Source: an optimization exercise on an open RTL-to-GDS flow (aim: small area, a short achievable clock period and few clock cycles per item). Production flows keep margins and buffers that such runs may drop. Function was not checked in any run shown here: the RTL went through the layout flow alone. Power and IR drop assume default switching activity.

## flow/constraint.sdc

```tcl
create_clock -name core_clock -period 6.0 [get_ports {clk}]
set_input_delay 1.2000 -clock core_clock [delete_from_list [all_inputs] [get_ports {clk}]]
set_output_delay 1.2000 -clock core_clock [all_outputs]
set_load 0.01 [all_outputs]
```

## flow/design.v

```verilog
module unsigned_nonrestoring #(
    parameter int WIDTH = 32
) (
    input logic go,
    input logic[WIDTH-1:0] divisor,
    input logic[WIDTH-1:0] dividend,
    input logic clk, rst,
    output logic done,
    output logic[WIDTH-1:0] quotient,
    output logic[WIDTH-1:0] remainder,
    output logic divide_by_zero
);
logic align_R, iter_R, done_R, dbz_R;
logic [4:0] cnt_R;
logic [31:0] Q_R, R_R, B_R;
logic [5:0] lza_R, lzb_R;
assign done = done_R;
assign divide_by_zero = dbz_R;
assign quotient = Q_R;
assign remainder = R_R;
function automatic logic [5:0] lzc32(input logic [31:0] x);
    logic [15:0] v1; logic [15:0] c1;
    logic [7:0] v2; logic [1:0] c2 [8];
    logic [3:0] v3; logic [2:0] c3 [4];
    logic [1:0] v4; logic [3:0] c4 [2];
    for (int i = 0; i < 16; i++) begin
        v1[i] = x[2*i+1] | x[2*i];
        c1[i] = ~x[2*i+1];
    end
    for (int i = 0; i < 8; i++) begin
        v2[i] = v1[2*i+1] | v1[2*i];
        c2[i] = v1[2*i+1] ? {1'b0, c1[2*i+1]} : {1'b1, c1[2*i]};
    end
    for (int i = 0; i < 4; i++) begin
        v3[i] = v2[2*i+1] | v2[2*i];
        c3[i] = v2[2*i+1] ? {1'b0, c2[2*i+1]} : {1'b1, c2[2*i]};
    end
    for (int i = 0; i < 2; i++) begin
        v4[i] = v3[2*i+1] | v3[2*i];
        c4[i] = v3[2*i+1] ? {1'b0, c3[2*i+1]} : {1'b1, c3[2*i]};
    end
    if (v4[1]) lzc32 = {2'b00, c4[1]};
    else if (v4[0]) lzc32 = {2'b01, c4[0]};
    else lzc32 = 6'd32;
endfunction
logic [6:0] d;
logic [31:0] bsh;
logic bzero, qzero;
always_comb begin
    d = {1'b0, lzb_R} - {1'b0, lza_R};
    bzero = lzb_R[5];
    qzero = d[6];
    bsh = divisor << d[4:0];
end
function automatic logic ge32(input logic [31:0] x, input logic [31:0] y);
    logic [31:0] g0, e0;
    logic [15:0] g1, e1;
    logic [7:0] g2, e2;
    logic [3:0] g3, e3;
    logic [1:0] g4, e4;
    g0 = x & ~y;
    e0 = ~(x ^ y);
    for (int i = 0; i < 16; i++) begin
        g1[i] = g0[2*i+1] | (e0[2*i+1] & g0[2*i]);
        e1[i] = e0[2*i+1] & e0[2*i];
    end
    for (int i = 0; i < 8; i++) begin
        g2[i] = g1[2*i+1] | (e1[2*i+1] & g1[2*i]);
        e2[i] = e1[2*i+1] & e1[2*i];
    end
    for (int i = 0; i < 4; i++) begin
        g3[i] = g2[2*i+1] | (e2[2*i+1] & g2[2*i]);
        e3[i] = e2[2*i+1] & e2[2*i];
    end
    for (int i = 0; i < 2; i++) begin
        g4[i] = g3[2*i+1] | (e3[2*i+1] & g3[2*i]);
        e4[i] = e3[2*i+1] & e3[2*i];
    end
    ge32 = g4[1] | (e4[1] & (g4[0] | e4[0]));
endfunction
logic [32:0] diff;
logic qd;
logic [32:0] sx, sz, sg, sp, G, P;
always_comb begin
    sx = {1'b0, R_R}; sz = ~{1'b0, B_R};
    sg = sx & sz; sp = sx ^ sz;
    G = {sg[32:1], sg[0] | sp[0]}; P = sp;
    G[1] = G[1] | (P[1] & G[0]); P[1] = P[1] & P[0];
    G[3] = G[3] | (P[3] & G[2]); P[3] = P[3] & P[2];
    G[5] = G[5] | (P[5] & G[4]); P[5] = P[5] & P[4];
    G[7] = G[7] | (P[7] & G[6]); P[7] = P[7] & P[6];
    G[9] = G[9] | (P[9] & G[8]); P[9] = P[9] & P[8];
    G[11] = G[11] | (P[11] & G[10]); P[11] = P[11] & P[10];
    G[13] = G[13] | (P[13] & G[12]); P[13] = P[13] & P[12];
    G[15] = G[15] | (P[15] & G[14]); P[15] = P[15] & P[14];
    G[17] = G[17] | (P[17] & G[16]); P[17] = P[17] & P[16];
    G[19] = G[19] | (P[19] & G[18]); P[19] = P[19] & P[18];
    G[21] = G[21] | (P[21] & G[20]); P[21] = P[21] & P[20];
    G[23] = G[23] | (P[23] & G[22]); P[23] = P[23] & P[22];
    G[25] = G[25] | (P[25] & G[24]); P[25] = P[25] & P[24];
    G[27] = G[27] | (P[27] & G[26]); P[27] = P[27] & P[26];
    G[29] = G[29] | (P[29] & G[28]); P[29] = P[29] & P[28];
    G[31] = G[31] | (P[31] & G[30]); P[31] = P[31] & P[30];
    G[3] = G[3] | (P[3] & G[1]); P[3] = P[3] & P[1];
    G[7] = G[7] | (P[7] & G[5]); P[7] = P[7] & P[5];
    G[11] = G[11] | (P[11] & G[9]); P[11] = P[11] & P[9];
    G[15] = G[15] | (P[15] & G[13]); P[15] = P[15] & P[13];
    G[19] = G[19] | (P[19] & G[17]); P[19] = P[19] & P[17];
    G[23] = G[23] | (P[23] & G[21]); P[23] = P[23] & P[21];
    G[27] = G[27] | (P[27] & G[25]); P[27] = P[27] & P[25];
    G[31] = G[31] | (P[31] & G[29]); P[31] = P[31] & P[29];
    G[7] = G[7] | (P[7] & G[3]); P[7] = P[7] & P[3];
    G[15] = G[15] | (P[15] & G[11]); P[15] = P[15] & P[11];
    G[23] = G[23] | (P[23] & G[19]); P[23] = P[23] & P[19];
    G[31] = G[31] | (P[31] & G[27]); P[31] = P[31] & P[27];
    G[15] = G[15] | (P[15] & G[7]); P[15] = P[15] & P[7];
    G[31] = G[31] | (P[31] & G[23]); P[31] = P[31] & P[23];
    G[31] = G[31] | (P[31] & G[15]); P[31] = P[31] & P[15];
    G[23] = G[23] | (P[23] & G[15]); P[23] = P[23] & P[15];
    G[11] = G[11] | (P[11] & G[7]); P[11] = P[11] & P[7];
    G[19] = G[19] | (P[19] & G[15]); P[19] = P[19] & P[15];
    G[27] = G[27] | (P[27] & G[23]); P[27] = P[27] & P[23];
    G[5] = G[5] | (P[5] & G[3]); P[5] = P[5] & P[3];
    G[9] = G[9] | (P[9] & G[7]); P[9] = P[9] & P[7];
    G[13] = G[13] | (P[13] & G[11]); P[13] = P[13] & P[11];
    G[17] = G[17] | (P[17] & G[15]); P[17] = P[17] & P[15];
    G[21] = G[21] | (P[21] & G[19]); P[21] = P[21] & P[19];
    G[25] = G[25] | (P[25] & G[23]); P[25] = P[25] & P[23];
    G[29] = G[29] | (P[29] & G[27]); P[29] = P[29] & P[27];
    G[2] = G[2] | (P[2] & G[1]); P[2] = P[2] & P[1];
    G[4] = G[4] | (P[4] & G[3]); P[4] = P[4] & P[3];
    G[6] = G[6] | (P[6] & G[5]); P[6] = P[6] & P[5];
    G[8] = G[8] | (P[8] & G[7]); P[8] = P[8] & P[7];
    G[10] = G[10] | (P[10] & G[9]); P[10] = P[10] & P[9];
    G[12] = G[12] | (P[12] & G[11]); P[12] = P[12] & P[11];
    G[14] = G[14] | (P[14] & G[13]); P[14] = P[14] & P[13];
    G[16] = G[16] | (P[16] & G[15]); P[16] = P[16] & P[15];
    G[18] = G[18] | (P[18] & G[17]); P[18] = P[18] & P[17];
    G[20] = G[20] | (P[20] & G[19]); P[20] = P[20] & P[19];
    G[22] = G[22] | (P[22] & G[21]); P[22] = P[22] & P[21];
    G[24] = G[24] | (P[24] & G[23]); P[24] = P[24] & P[23];
    G[26] = G[26] | (P[26] & G[25]); P[26] = P[26] & P[25];
    G[28] = G[28] | (P[28] & G[27]); P[28] = P[28] & P[27];
    G[30] = G[30] | (P[30] & G[29]); P[30] = P[30] & P[29];
    G[32] = G[32] | (P[32] & G[31]); P[32] = P[32] & P[31];
    diff[0] = ~sp[0];
    for (int i = 1; i < 33; i++) diff[i] = sp[i] ^ G[i-1];
    qd = ge32(R_R, B_R);
end
always_ff @(posedge clk or posedge rst) begin
    if (rst) begin
        align_R <= 1'b0;
        iter_R <= 1'b0;
        done_R <= 1'b0;
        dbz_R <= 1'b0;
    end else begin
        done_R <= 1'b0;
        if (align_R) begin
            align_R <= 1'b0;
            dbz_R <= bzero;
            if (bzero || qzero) done_R <= 1'b1;
            else iter_R <= 1'b1;
        end else if (iter_R) begin
            if (cnt_R == 5'd0) begin
                iter_R <= 1'b0;
                done_R <= 1'b1;
            end
        end else if (go) begin
            align_R <= 1'b1;
        end
    end
end
always_ff @(posedge clk) begin
    lza_R <= lzc32(dividend);
    lzb_R <= lzc32(divisor);
    if (align_R) begin
        B_R <= bsh;
        Q_R <= '0;
        cnt_R <= d[4:0];
    end else begin
        B_R <= {1'b0, B_R[31:1]};
        Q_R <= {Q_R[30:0], qd};
        cnt_R <= cnt_R - 5'd1;
    end
    if (!align_R && !iter_R) R_R <= dividend;
    else if (iter_R && qd) R_R <= diff[31:0];
end
endmodule
```

## flow/flow/run.sh

```bash
#!/bin/bash
# The standard layout, with the port buffers made from the smallest plain buffer
# (buf_1) instead of the cell buffer_ports picks by itself.
set -euo pipefail
bash standard.sh 'BUFFER_PORTS_ARGS=-buffer_cell sky130_fd_sc_hd__buf_1' finish > make.log 2>&1
```

## flow/config.mk

```make
export PLATFORM = sky130hd
export DESIGN_NAME = unsigned_nonrestoring
export DESIGN_NICKNAME = unsigned_nonrestoring
export VERILOG_FILES = /design/flow/design.v
export SDC_FILE = /design/flow/constraint.sdc
export NUM_CORES = 4
export LEC_CHECK = 0
export ABC_AREA = 1
export CAP_MARGIN = 20
export CORE_MARGIN = 2
export CORE_UTILIZATION = 40
export CTS_BUF_LIST = sky130_fd_sc_hd__clkbuf_8
export SETUP_SLACK_MARGIN = 3.5
export SLEW_MARGIN = 20
```

## flow/standard.sh

```bash
#!/bin/bash
# synth_recipe.tcl (not shown) runs the flow's synth.tcl, then flattens the netlist and writes it again
# the make line also repeats each setting of config.mk as NAME=value (left out here)
make -C /OpenROAD-flow-scripts/flow DESIGN_CONFIG=/design/flow/config.mk WORK_HOME=/design/flow/orfs CLKGATE_MAP_FILE= SYNTH_SCRIPT=/design/flow/synth_recipe.tcl "${@:-finish}"
```

==> flow_metrics.tcl, run 1 <==
set metrics [dict create \
    worstHoldPathType "reg2reg" \
    tightest_slew_ns 0.5704 \
    tns_ns 0 \
    core_area_um2 18710 \
    crit_top_cell "nand2_2" \
    most-common-layout-cells "nand2_1, inv_1, buf_1, nand3_1, nor2_1" \
    clkSlewWorstSetupHoldPaths_ns 0.07 \
    cts_tree "built" \
    nNetsFinal 1345 \
    clock_latency_ns 0.45 \
    p_int_mw 2.898 \
    powerDensity_nw_per_um2 557.3 \
    grt-ovfl-total 0 \
    clockPowerShare_pct 14.8 \
    drc 0 \
    syn_to_final_growth_pct 22.94 \
    worstPathRequired_ns 6.19 \
    post-route-period-util_pct 42.70 \
    synth_seq_area_share_pct 35.14 \
    die_w_um 142.2 \
    p_sw_share_pct 44.61 \
    synth_edf_count 32 \
    rrSetupSlack_ns 3.44 \
    top_layer "met4" \
    p_sw_mw 2.334 \
    cellLeakagePower_nw 4.027 \
    r2r_end "R_R[29]" \
    pwr-share-comb_pct 56.8 \
    layout_commonest_cell "nand2_1" \
    power_frac_seq_pct 28.4 \
    yosys_warnings 7 \
    drive_above_1_share_pct 12.00 \
    cp-start-kind "flip-flop" \
    path_cells "inv_1 -> ha_2 -> fa_2 -> inv_2 -> nand3_2 -> nand2_2 -> nand2_2 -> nand2_2 -> nand2_2 -> nand2_4 -> nand2_2 -> nand2_4 -> nand2_2 -> nand2_2 -> inv_2 -> fa_2 -> xor2_1 -> o21ai_1" \
    routed-via-count 7386 \
    grt_max_degree 57 \
    wl_per_cell_um 14.84 \
    cp.arrival_ns 2.75 \
    slew_headroom_pct 61.97 \
    first_global_vias 6660 \
    drv_cap 0 \
    syn_area_per_cell_um2 7.155 \
    cp_max_fo 4 \
    ys_async_sr_fraction_pct 3.419 \
    r2r-start "R_R[0]" \
    ys_seq_elements 117 \
    cts_max_level 4 \
    crit_type "reg2reg" \
    io_buffers 132 \
    die_h_um 142.2 \
    synth-main-ff-cell "dfxtp_1" \
    ant_nets 0 \
    cts_root_buffer "clkbuf_8" \
    hold_viol 0 \
    crit_family "adder cells" \
    grt_use_total_pct 21.22 \
    antenna_cells 0 \
    hold_path_depth 2 \
    start_util_pct 40.82 \
    syn_area_um2 7635 \
    dr_wl_met3_um 1144 \
    slowest_delay_ns 0.37 \
    finalMaxSlewViolations 0 \
    min_from "Q_R[1]" \
    antenna_found_initial 0 \
    max_freq_ghz 0.3903 \
    cts_sinks 117 \
    routabilityCongestion 0.8967 \
    synth_fp_nets 1192 \
    via_per_inst 5.035 \
    drtIter0Drc 545 \
    endpoint_kind "flip-flop" \
    status "finished clean" \
    ff2ff_path_depth 18 \
    met2_length_um 9739 \
    clockBufferDepth 2 \
    crit_path_top_delay_cell "edfxtp_1" \
    finalWirelength_um 21770 \
    synthDistinctLibCells 41 \
    rows 50 \
    finalClockSkew_ns 0.01244 \
    wl_met1_um 10520 \
    cp.buffers_inverters 3 \
    hold_path_end "Q_R[2]" \
    rsz0062_at_grt "yes" \
    nFillCells 1892 \
    cts_buffers 17 \
    dp_hpwl_um 15850 \
    total_power_mw 5.231 \
    pin_count 133 \
    peakVddDrop_v 0.0002076 \
    setup_viol 0 \
    dieArea_um2 20210 \
    firstDrtPassIters 5 \
    syn_inst 1067 \
    fin_crit_ns 2.562 \
    grt_pass1_wl_um 33600 \
]
[final cells by class]
class | instances | area (µm²) | area share (%)
multi-input cells | 747 | 4438 | 47.28
clock buffers | 19 | 261.5 | 2.786
clock inverters | 13 | 155.1 | 1.653
repair buffers | 170 | 882.1 | 9.397
inverters | 159 | 611.8 | 6.518
flip-flops and latches | 117 | 2688 | 28.63
well taps | 234 | 292.8 | 3.119
repair inverters | 8 | 57.56 | 0.6132
[metrics by stage]
step / util (%) / instances / hold WS (ns) / setup slack [ns] / area, µm²
6_report: 50.18 / 1467 / 0.4154 / 3.438 / 9387
5_1_grt: 50.18 / 1467 / 0.4278 / 3.324 / 9387
4_1_cts: 47.87 / 1442 / 0.4161 / 3.453 / 8954
3_5_place_dp: 44.34 / 1395 / 0.4116 / 3.034 / 8294
3_3_place_gp: 44.34 / 1395 / 0.4053 / 3.036 / 8294
2_1_floorplan: - / 1067 / 0.4265 / 3.402 / 7674
[per-layer routing]
metal  GRT usage (%)  vias up
met5               0        -
met4           5.947        0
met3           4.341       22
met2           32.29      215
met1           30.52     3357
li1                -     3792
[how the worst max path moves through the flow]
stage | cells past startpoint | slack (ns) | to | start
after global placement | 11 | 3.04 | B_R[31] | lzb_R[0]
after floorplan | 17 | 3.40 | R_R[28] | R_R[0]
after detailed placement | 11 | 3.03 | B_R[14] | lzb_R[0]
after global routing | 18 | 3.32 | R_R[29] | R_R[0]
after CTS | 18 | 3.45 | R_R[29] | R_R[0]
final | 18 | 3.44 | R_R[29] | R_R[0]
[cell families (layout without fill, tap and decap cells)]
family                     after synthesis  in the layout  share of synthesized area, %
AOI/OAI and AO/OA                      195            195                         14.70
xor gates and xnor gates                19             19                         2.278
adders and majority gates               58             58                         11.18
buffers and inverters                  203            369                         10.65
DFF                                    117            117                         35.14
muxes                                    1              1                        0.1311
and+or+nand+nor                        474            474                         25.93
[synthesized netlist by cell type (all sizes together), types with 3 or more instances]
master	number	area share (%)
nand2	247	12
inv	159	7.8
nand3	112	7.3
o21ai	106	7.1
nor2	89	4.4
dfxtp	81	21
ha	41	6.7
a21oi	36	2.4
buf	34	2.3
edfxtp	32	13
o211ai	21	2.1
fa	17	4.5
or2	11	0.90
clkbuf	10	0.49
xnor2	10	1.2
nor3	9	0.59
xor2	9	1.0
a31oi	8	0.66
dfrtp	4	1.3
o31ai	4	0.39
a21o	3	0.29
a31o	3	0.34
a32oi	3	0.34
nand3b	3	0.29
nand4	3	0.25
o21a	3	0.29
o221ai	3	0.34
[state kept, by name (all words and copies together) (netlist names)]
name	flops
cnt_R	5
align_R	1
B_R	32
lzb_R	6
iter_R	1
dbz_R	1
done_R	1
lza_R	6
R_R	32
Q_R	32
[what timing repair did]
action / 4_1_cts / 5_1_grt
hold buffers: 0 / 0
buffers inserted: 12 / 17
gates cloned: 3 / 8
pin swaps: 3 / 13
setup endpoints to repair: 79 / 84
gates resized for setup: 29 / 42
[worst reg2reg max path, cell delays in order (launching register included)]
cell	delay (ns)
edfxtp_1	0.37
inv_1	0.05
ha_2	0.17
fa_2	0.33
inv_2	0.07
nand3_2	0.06
nand2_2	0.07
nand2_2	0.05
nand2_2	0.07
nand2_2	0.06
nand2_4	0.08
nand2_2	0.07
nand2_4	0.07
nand2_2	0.05
nand2_2	0.08
inv_2	0.05
fa_2	0.37
xor2_1	0.16
o21ai_1	0.08
[power by group through the flow]
| stage | Combinational, mW | Sequential (mW) | Clock [mW] |
|---|---|---|---|
| 4_1_cts | 2.65 | 1.48 | 0.789 |
| 5_1_grt | 3.36 | 1.53 | 0.823 |
| 6_report | 2.97 | 1.49 | 0.773 |
| 3_3_place_gp | 2.39 | 1.49 | 0 |
| 3_5_place_dp | 2.45 | 1.49 | 0 |
| 2_1_floorplan | 1.81 | 1.47 | 0 |
==> run 2, diff against run 1 <==
--- a/flow/design.v
+++ b/flow/design.v
@@ -53,30 +53,4 @@
     bsh = divisor << d[4:0];
 end
-function automatic logic ge32(input logic [31:0] x, input logic [31:0] y);
-    logic [31:0] g0, e0;
-    logic [15:0] g1, e1;
-    logic [7:0] g2, e2;
-    logic [3:0] g3, e3;
-    logic [1:0] g4, e4;
-    g0 = x & ~y;
-    e0 = ~(x ^ y);
-    for (int i = 0; i < 16; i++) begin
-        g1[i] = g0[2*i+1] | (e0[2*i+1] & g0[2*i]);
-        e1[i] = e0[2*i+1] & e0[2*i];
-    end
-    for (int i = 0; i < 8; i++) begin
-        g2[i] = g1[2*i+1] | (e1[2*i+1] & g1[2*i]);
-        e2[i] = e1[2*i+1] & e1[2*i];
-    end
-    for (int i = 0; i < 4; i++) begin
-        g3[i] = g2[2*i+1] | (e2[2*i+1] & g2[2*i]);
-        e3[i] = e2[2*i+1] & e2[2*i];
-    end
-    for (int i = 0; i < 2; i++) begin
-        g4[i] = g3[2*i+1] | (e3[2*i+1] & g3[2*i]);
-        e4[i] = e3[2*i+1] & e3[2*i];
-    end
-    ge32 = g4[1] | (e4[1] & (g4[0] | e4[0]));
-endfunction
 logic [32:0] diff;
 logic qd;
@@ -146,5 +120,5 @@
     diff[0] = ~sp[0];
     for (int i = 1; i < 33; i++) diff[i] = sp[i] ^ G[i-1];
-    qd = ge32(R_R, B_R);
+    qd = !diff[32];
 end
 always_ff @(posedge clk or posedge rst) begin
==> flow_metrics.tcl, run 2 <==
set metrics [dict create \
    powerDensity_nw_per_um2 563.0 \
    io_buffers 132 \
    yosys.area_share.xor_xnor_pct 2.297 \
    antenna_found_initial 0 \
    drc 0 \
    syn_area_per_cell_um2 7.205 \
    drv_cap 0 \
    cp_max_fo 4 \
    clock_latency_ns 0.46 \
    cp.arrival_ns 2.83 \
    routed-via-count 7318 \
    cts_root_buffer "clkbuf_8" \
    synth.area.mux_share_pct 0.1322 \
    cts_max_level 4 \
    synth_edf_count 32 \
    max_freq_ghz 0.3814 \
    slew_headroom_pct 29.75 \
    yosys_warnings 7 \
    cts_hold_buf 0 \
    drive_above_1_share_pct 9.758 \
    crit_top_cell "nand2_2" \
    syn_area_um2 7572 \
    via_per_inst 5.107 \
    place_area_um2 8208 \
    rsz0062_at_grt "yes" \
    grt_use_total_pct 20.85 \
    layout_commonest_cell "nand2_1" \
    routabilityCongestion 0.8804 \
    dp_hpwl_um 15700 \
    r2r-start "R_R[0]" \
    fin_util_pct 48.56 \
    syn_to_final_growth_pct 19.55 \
    core_area_um2 18640 \
    hold_viol 0 \
    firstDrtPassIters 5 \
    ant_nets 0 \
    die_h_um 141.6 \
    status "finished clean" \
    finalNonFillerCells 1433 \
    synth-main-ff-cell "dfxtp_1" \
    min_from "Q_R[29]" \
    fin_area_um2 9052 \
    drtIter0Drc 527 \
    met1_usage_pct 30.72 \
    post-route-period-util_pct 43.70 \
    nNetsFinal 1309 \
    ys_seq_elements 117 \
    synthDistinctLibCells 45 \
    grt_util_met3_pct 3.915 \
    synthAdderAreaFrac_pct 10.94 \
    synth-simple-area-share_pct 26.35 \
    rows 50 \
    post-place-cells 1380 \
    start_util_pct 40.62 \
    cp-start-kind "flip-flop" \
    finalClockSkew_ns 0.01749 \
    synth_top_area_share_pct 21.41 \
    synth_area_leaders "dfxtp_1, nand2_1, edfxtp_1" \
    clkSlewWorstSetupHoldPaths_ns 0.08 \
    fin_crit_ns 2.622 \
    cts_tree "built" \
    yosysTopAreaCell "dfxtp_1" \
    synth_seq_area_share_pct 35.43 \
    finalMaxSlewViolations 0 \
    met2_usage_pct 31.81 \
    antenna_cells 0 \
    nFillCells 1897 \
    synth_common_cells "nand2_1, inv_1, nand3_1" \
    startpoint "R_R[0]" \
    grt-ovfl-total 0 \
    die_w_um 141.6 \
    top_usage_layer "met2" \
    worstHoldPathType "reg2reg" \
    slowest_delay_ns 0.52 \
    timing.hold.ws_ns 0.4115 \
    cts_sinks 117 \
    dieArea_um2 20050 \
    finalWirelength_um 21240 \
    most-common-layout-cells "nand2_1, inv_1, buf_1, nand3_1, dfxtp_1" \
    grt_max_degree 56 \
    clockBufferDepth 2 \
    crit_type "reg2reg" \
    tns_ns 0 \
    peakVddDrop_v 0.0002307 \
    synth_top_family_by_area "simple AND/OR/NAND/NOR gates" \
    synth_compound_area_share_pct 14.28 \
    ys_async_sr_fraction_pct 3.419 \
    synth_fp_nets 1174 \
    crit_path_top_delay_cell "fa_2" \
    worstPathRequired_ns 6.20 \
    tightest_slew_ns 1.053 \
    cts_buffers 17 \
    synth.most_common_cell "nand2_1" \
    reg_top3 "B_R (32), Q_R (32), R_R (32)" \
    first_global_vias 6436 \
    multiInputGateArea_um2 4393 \
    syn_inst 1051 \
    pin_count 133 \
    cellLeakagePower_nw 3.936 \
    setup_viol 0 \
    layout.area.seq_um2 2683 \
    wl_per_cell_um 14.82 \
    path_cells "inv_1 -> ha_2 -> fa_2 -> inv_2 -> nand3_2 -> nand2_2 -> nand2_2 -> nand2_4 -> nand2_2 -> nand2_4 -> nand2_4 -> nand2_4 -> nand2_2 -> nand2_2 -> a21oi_2 -> fa_2 -> o21ai_2" \
    endpoint_kind "flip-flop" \
    grt_pass1_wl_um 32950 \
]
==> run 2: cell count changes after synthesis, moves of 4 or more <==
cell	before	now
buf_6	1	5
buf_2	23	19
or2_1	5	9
nand2_1	247	258
or2_2	5	0
inv_1	157	146
o21ai_0	86	72
nand3_1	112	108
a21oi_1	36	32
nor2_1	88	80
o21ai_1	17	29
==> run 2: metal layers <==
layer  share of wire (%)  vias up
met5                   0        -
li1                    -     3725
met4                 1.2        0
met1                  48     3316
met3                 6.4       17
met2                  44      260
==> run 2: repair_timing <==
action / in CTS / in global routing
resized for setup: 24 / 40
pin swaps: 7 / 12
setup endpoints to repair: 77 / 82
setup buffers: 6 / 11
gates cloned: 0 / 4
==> run 2: area by class of cell <==
| type | instances | share of cell area [%] |
|---|---|---|
| Multi-Input combinational cell | 743 | 48.53 |
| Inverter | 151 | 6.358 |
| Timing Repair inverter | 1 | 0.08293 |
| Sequential cell | 117 | 29.63 |
| Timing Repair Buffer | 155 | 7.505 |
| Clock inverter | 15 | 2.073 |
| Clock buffer | 17 | 2.585 |
| Tap cell | 234 | 3.234 |
==> run 2: kinds of logic after synthesis <==
kind of cell,count (synthesis)
muxes,1
buffers and inverters,194
xor gates and xnor gates,19
and+or+nand+nor,477
DFF,117
AOI/OAI and AO/OA,187
adders and majority gates,56
==> run 2: critical path, delay by kind of cell, from the launching register on <==
kind | cells | cell delay (ns)
and+or+nand+nor | 10 | 0.75
AOI/OAI and AO/OA | 2 | 0.13
buffers and inverters | 2 | 0.13
DFF | 1 | 0.35
adders and majority gates | 3 | 1.02
==> run 2: report_power, final <==
group | internal (mW) | switching (mW)
clock | 0.449 | 0.350
sequential | 1.23 | 0.215
combinational | 1.13 | 1.72
total | 2.81 | 2.29
==> run 2: final timing paths <==
check,endpoint,slack (ns),cells after the start
max reg2reg,R_R[30],3.38,17
min,Q_R[30],0.41,2
min in group asynchronous,done_R,0.58,2
max,R_R[30],3.38,17
max in group asynchronous,dbz_R,5.26,2
min reg2reg,Q_R[30],0.41,2
==> run 2: through the flow <==
step                      setup slack (ns)  power (mW)
after floorplan                      3.439       3.216
after global placement               2.965       3.781
after detailed placement             2.888       3.837
after CTS                            3.386       4.816
after global routing                 3.310       5.563
final                                3.378       5.097
==> run 3, diff against run 2 <==
--- a/flow/config.mk
+++ b/flow/config.mk
@@ -11,4 +11,4 @@
 export CORE_UTILIZATION = 40
 export CTS_BUF_LIST = sky130_fd_sc_hd__clkbuf_8
-export SETUP_SLACK_MARGIN = 3.5
+export SETUP_SLACK_MARGIN = 3.75
 export SLEW_MARGIN = 20
==> flow_metrics.tcl, run 3 <==
set metrics [dict create \
    place_area_um2 8262 \
    synth_seq_area_share_pct 35.43 \
    clockPowerShare_pct 13.6 \
    yosys_warnings 7 \
    peakVddDrop_v 0.0001893 \
    synthAdderAreaFrac_pct 10.94 \
    top_usage_layer "met2" \
    cp-start-kind "flip-flop" \
    worstHoldPathType "reg2reg" \
    worstPathRequired_ns 6.20 \
    pwr-share-comb_pct 59.2 \
    p_sw_mw 2.397 \
    met2_usage_pct 32.52 \
    cts_buffers 17 \
    synth_top_family_by_area "simple AND/OR/NAND/NOR gates" \
    antenna_cells 0 \
    drtIter0Drc 657 \
    clkSlewWorstSetupHoldPaths_ns 0.08 \
    yosys.area_share.xor_xnor_pct 2.297 \
    hold_viol 0 \
    setup_viol 0 \
    yosysTopAreaCell "dfxtp_1" \
    synth.area.mux_share_pct 0.1322 \
    clockBufferDepth 2 \
    p_int_mw 2.880 \
    routed-via-count 7583 \
    drive_above_1_share_pct 15.27 \
    syn_area_um2 7572 \
    cellLeakagePower_nw 4.193 \
    clock_latency_ns 0.46 \
    nNetsFinal 1335 \
    powerDensity_nw_per_um2 552.6 \
    dp_hpwl_um 15650 \
    wl_per_cell_um 15.31 \
    max_freq_ghz 0.3845 \
    rows 50 \
    syn_inst 1051 \
    antenna_found_initial 0 \
    status "finished clean" \
    rsz0062_at_grt "yes" \
    fin_crit_ns 2.601 \
    finalWirelength_um 22330 \
    grt_util_met3_pct 4.151 \
    total_power_mw 5.277 \
    synth_area_leaders "dfxtp_1, nand2_1, edfxtp_1" \
    layout_setup_ws_ns 3.399 \
    synth_edf_count 32 \
    power_frac_seq_pct 27.2 \
    timing.hold.ws_ns 0.4182 \
    slew_headroom_pct 22.54 \
    met1_usage_pct 31.58 \
    grt_max_degree 56 \
    finalClockSkew_ns 0.01256 \
    cts_sinks 117 \
    ant_nets 0 \
    tns_ns 0 \
    synth_top_area_share_pct 21.41 \
    cts_root_buffer "clkbuf_8" \
    detailedPlace.worstSlack_ns 2.904 \
    synth-main-ff-cell "dfxtp_1" \
    cp.arrival_ns 2.80 \
    die_w_um 141.6 \
    tightest_slew_ns 1.161 \
    pin_count 133 \
    endpoint_kind "flip-flop" \
    layout_commonest_cell "nand2_1" \
    ys_seq_elements 117 \
    cts_tree "built" \
    crit_type "reg2reg" \
    syn_to_final_growth_pct 26.12 \
    firstDrtPassIters 5 \
    drc 0 \
    io_buffers 132 \
    core_area_um2 18640 \
    ys_async_sr_fraction_pct 3.419 \
    synth_compound_area_share_pct 14.28 \
    cp_max_fo 4 \
    routabilityCongestion 0.8378 \
    finalMaxSlewViolations 0 \
    dieArea_um2 20050 \
    drv_cap 0 \
    fin_area_um2 9550 \
    first_global_vias 6676 \
    grt_pass1_wl_um 34220 \
    die_h_um 141.6 \
    most-common-layout-cells "nand2_1, inv_1, buf_1, nand3_1, dfxtp_1" \
    grt_use_total_pct 21.69 \
    cts_max_level 4 \
    syn_area_per_cell_um2 7.205 \
    synth.most_common_cell "nand2_1" \
    post-route-period-util_pct 43.35 \
    synth_fp_nets 1174 \
    p_sw_share_pct 45.42 \
    reg_top3 "B_R (32), Q_R (32), R_R (32)" \
    nFillCells 1829 \
    start_util_pct 40.62 \
    via_per_inst 5.197 \
    synth-simple-area-share_pct 26.35 \
    synth_common_cells "nand2_1, inv_1, nand3_1" \
    synthDistinctLibCells 45 \
    grt-ovfl-total 0 \
]
==> run 3: path summary, 6_finish.rpt <==
path / slack, ns / to / depth (start not counted) / start
setup / recovery: 3.40 / R_R[28] / 17 / R_R[0]
hold / removal: 0.42 / Q_R[12] / 2 / Q_R[11]
hold reg to reg: 0.42 / Q_R[12] / 2 / Q_R[11]
setup reg to reg: 3.40 / R_R[28] / 17 / R_R[0]
min in group asynchronous: 0.58 / done_R / 2 / rst
max in group asynchronous: 5.28 / align_R / 2 / rst
==> run 3: power groups by stage <==
stage | Sequential (mW) | Combinational, mW | Clock [mW]
2_1_floorplan | 1.46 | 1.80 | 0
3_3_place_gp | 1.46 | 2.39 | 0
3_5_place_dp | 1.46 | 2.43 | 0
4_1_cts | 1.44 | 2.78 | 0.730
5_1_grt | 1.47 | 3.50 | 0.764
6_report | 1.44 | 3.12 | 0.718
==> run 3: critical path: stages (launching register included) <==
cell and delay, ns:
edfxtp_1 0.36, inv_1 0.05, ha_2 0.17, fa_2 0.33, inv_2 0.07, nand3_2 0.08
nand2_4 0.10, nand2_4 0.06, nand2_4 0.09, nand2_2 0.07, nand2_4 0.09, nand2_4 0.05
nand2_4 0.07, nand2_2 0.05, nand2_2 0.08, inv_1 0.06, fa_2 0.51, o21ai_1 0.06
==> run 3: routing by layer <==
| layer | share of wire, % | vias to the layer above |
|---|---|---|
| li1 | - | 3787 |
| met1 | 46 | 3472 |
| met2 | 44 | 280 |
| met3 | 7.2 | 44 |
| met4 | 2.5 | 0 |
| met5 | 0 | - |
==> run 3: cell families (layout without fill, tap and decap cells) <==
group,after synthesis,after routing
flops,117,117
mux,1,1
simple gates,477,480
xor+xnor,19,19
compound gates,187,187
fa+ha+maj,56,56
buf+inv,194,365
==> run 3: timing repair <==
item                                   4_1_cts  5_1_grt
setup buffers                               18       19
resized for setup                           44       86
pin swaps                                   13       23
setup endpoints to repair                  112      123
hold buffers                                 0        0
cloned                                       4        6
endpoints found under the hold margin        0        0
==> run 3: final cells by class <==
| cell class | instances | area [µm²] | area share, % |
|---|---|---|---|
| Sequential cell | 117 | 2683 | 28.09 |
| Timing Repair inverter | 4 | 33.78 | 0.3537 |
| Clock buffer | 17 | 234.0 | 2.450 |
| Multi-Input combinational cell | 743 | 4521 | 47.33 |
| Clock inverter | 15 | 143.9 | 1.507 |
| Timing Repair Buffer | 178 | 1055 | 11.04 |
| Inverter | 151 | 588.1 | 6.157 |
| Tap cell | 234 | 292.8 | 3.066 |
==> run 3: through the flow <==
stage	cells	utilization [%]
6_report	1459	51.23
5_1_grt	1459	51.23
4_1_cts	1434	48.36
3_5_place_dp	1380	44.32
3_3_place_gp	1380	44.32
2_1_floorplan	1051	-
==> run 4, diff against run 3 <==
--- a/flow/config.mk
+++ b/flow/config.mk
@@ -11,4 +11,4 @@
 export CORE_UTILIZATION = 40
 export CTS_BUF_LIST = sky130_fd_sc_hd__clkbuf_8
-export SETUP_SLACK_MARGIN = 3.75
+export SETUP_SLACK_MARGIN = 3.25
 export SLEW_MARGIN = 20
==> flow_metrics.tcl, run 4 <==
set metrics [dict create \
    status "finished clean" \
    fin_crit_ns 2.675 \
    peakVddDrop_v 0.0001802 \
    post-route-period-util_pct 44.58 \
    setup_viol 0 \
    finalMaxSlewViolations 0 \
    cts_tree "built" \
    cts_buffers 17 \
    antenna_found_initial 2 \
    nFillCells 1985 \
    synth_top_area_share_pct 21.41 \
    slew_headroom_pct 34.41 \
    cts_sinks 117 \
    via_per_inst 5.142 \
    drc 0 \
    grt_max_degree 57 \
    endpoint_kind "flip-flop" \
    syn_inst 1051 \
    core_area_um2 18640 \
    crit_type "reg2reg" \
    routabilityCongestion 0.8765 \
    ant_nets 0 \
    tns_ns 0 \
    dieArea_um2 20050 \
    grt_use_total_pct 21.30 \
    cp_max_fo 15 \
    dp_hpwl_um 15780 \
    antenna_cells 0 \
    ys_seq_elements 117 \
    synth_edf_count 32 \
    cp-start-kind "flip-flop" \
    ys_async_sr_fraction_pct 3.419 \
    drtIter0Drc 593 \
    cts_max_level 4 \
    drive_above_1_share_pct 6.734 \
    p_int_mw 2.594 \
    grt_pass1_wl_um 33500 \
    finalWirelength_um 21080 \
    die_w_um 141.6 \
    synth_common_cells "nand2_1, inv_1, nand3_1" \
    rows 50 \
    layout_commonest_cell "nand2_1" \
    synthDistinctLibCells 45 \
    p_sw_mw 2.201 \
    clockPowerShare_pct 15.9 \
    synth_seq_area_share_pct 35.43 \
    tightest_slew_ns 0.9802 \
    hold_viol 0 \
    wl_per_cell_um 14.82 \
    post-place-cells 1379 \
    finalNonFillerCells 1422 \
    firstDrtPassIters 5 \
    synth-main-ff-cell "dfxtp_1" \
    clockBufferDepth 2 \
    cellLeakagePower_nw 3.851 \
    pwr-share-comb_pct 53.6 \
    p_sw_share_pct 45.90 \
    power_frac_seq_pct 30.6 \
    yosysTopAreaCell "dfxtp_1" \
    powerDensity_nw_per_um2 547.9 \
    synth_area_leaders "dfxtp_1, nand2_1, edfxtp_1" \
    worstHoldPathType "reg2reg" \
    max_freq_ghz 0.3738 \
    ff2ff_path_depth 11 \
    most-common-layout-cells "nand2_1, inv_1, buf_1, nand3_1, dfxtp_1" \
    syn_area_um2 7572 \
    clkSlewWorstSetupHoldPaths_ns 0.08 \
    cp.arrival_ns 3.05 \
    clock_latency_ns 0.45 \
    start_util_pct 40.62 \
    finalClockSkew_ns 0.01223 \
    synth.most_common_cell "nand2_1" \
    yosys_warnings 7 \
    nNetsFinal 1298 \
    first_global_vias 6534 \
    routed-via-count 7312 \
    drv_cap 0 \
    cts_hold_buf 0 \
    grt-ovfl-total 0 \
    cts_root_buffer "clkbuf_8" \
    syn_area_per_cell_um2 7.205 \
    io_buffers 132 \
    synth_fp_nets 1174 \
    pin_count 133 \
    hold_path_depth 2 \
    rsz0062_at_grt "yes" \
    die_h_um 141.6 \
    worstPathRequired_ns 6.37 \
    reg_top3 "B_R (32), Q_R (32), R_R (32)" \
    syn_to_final_growth_pct 15.57 \
]
==> run 4: cell counts after synthesis <==
No cell type changed its count.
==> run 4: final cells by class <==
cell class	count	area [µm²]	area share, %
clock buffers	17	234.0	2.674
well taps	234	292.8	3.346
multi-input cells	743	4198	47.97
clock inverters	15	170.2	1.945
flip-flops and latches	117	2686	30.70
inverters	151	569.3	6.506
repair buffers	145	600.6	6.863
==> run 4: per-layer routing <==
| layer | global-route usage (%) | vias to the layer above | routed length [µm] |
|---|---|---|---|
| met3 | 3.476 | 24 | 1491 |
| li1 | - | 3703 | - |
| met5 | 0 | - | 0 |
| met1 | 31.20 | 3303 | 10010 |
| met2 | 32.50 | 282 | 9286 |
| met4 | 6.000 | 0 | 293 |
==> run 4: cells by family (layout without fill, tap and decap cells) <==
logic type,after synthesis,in the layout,synth area share [%]
muxes,1,1,0.1322
AOI/OAI and AO/OA,187,187,14.28
and+or+nand+nor,477,480,26.36
xor gates and xnor gates,19,19,2.297
adders and majority gates,56,56,10.94
buffers and inverters,194,328,10.58
DFF,117,117,35.43
==> run 4: power by group through the flow <==
stage                     clock network, mW  logic, mW  registers (mW)
after floorplan                           0       1.72            1.46
after global placement                    0       2.31            1.49
after detailed placement                  0       2.34            1.49
after CTS                             0.776       2.49            1.47
after global routing                  0.810       2.93            1.51
final                                 0.760       2.57            1.47
==> run 4: worst max-delay path, cell delays in order, from the launching register on <==
cell and delay [ns]:
dfxtp_1 0.30, inv_1 0.04, ha_1 0.12, inv_1 0.07, fa_2 0.42, nand3_1 0.13
nand2_1 0.06, nand2_1 0.07, nand2_1 0.12, nor2_1 0.77, nand3_1 0.31, nand3_1 0.19
==> run 4: worst paths after layout <==
path	startpoint	endpoint	slack, ns
worst max register to register	lzb_R[0]	B_R[26]	3.33
max in group asynchronous	rst	align_R	5.23
worst min register to register	Q_R[28]	Q_R[29]	0.41
worst max-delay path	lzb_R[0]	B_R[26]	3.33
worst min-delay path	Q_R[28]	Q_R[29]	0.41
min in group asynchronous	rst	iter_R	0.60
==> run 4: through the flow <==
stage	utilization [%]	power [mW]	setup slack (ns)	hold WS, ns	area, µm²
finish	46.94	4.795	3.325	0.4137	8751
global route	46.94	5.242	3.220	0.4270	8751
CTS	46.54	4.736	3.240	0.4165	8676
detailed placement	43.83	3.829	2.880	0.4098	8170
global placement	43.83	3.798	2.946	0.4054	8170
floorplan	-	3.179	3.289	0.4265	7575
==> run 4: repair_timing <==
item	in CTS	in global routing
setup endpoints to repair	72	40
resized for setup	11	15
buffers inserted	3	5
gates cloned	3	0
pin swaps	1	2

separate check: timing with driven ports:
No port has a modelled driver above. Below, the same layouts with a new extraction and two added sets of constraints.
Step 1: set_driving_cell puts a clkbuf_16 on clk and a buf_2 on each other input, an assumption about the parent block.
Step 2 also shifts input and output timing later by t, the mid clock arrival at the registers, as if the neighbouring blocks saw the same clock.
a / b / c = no drivers / after step 1 / after step 2; a / b = the first two.
| run | t, ns | setup WS [ns] | hold slack, ns | worst slew at a driven data input, ns | cell pins on the clock port's net |
|---|---|---|---|---|---|
| run 1 | 0.484 | 3.438 / 3.438 / 3.235 | 0.415 / 0.415 / 0.415 | 0.04 | 1 |
| run 2 | 0.488 | 3.378 / 3.378 / 3.183 | 0.411 / 0.411 / 0.411 | 0.04 | 1 |
| run 3 | 0.493 | 3.399 / 3.399 / 3.397 | 0.418 / 0.418 / 0.418 | 0.04 | 1 |
| run 4 | 0.479 | 3.325 / 3.325 / 3.030 | 0.414 / 0.414 / 0.414 | 0.04 | 1 |
After both steps setup and hold are still met in every run listed. For run 4, which loses most, drivers alone change the setup slack by 0.000 ns; drivers and shift together by -0.295 ns.
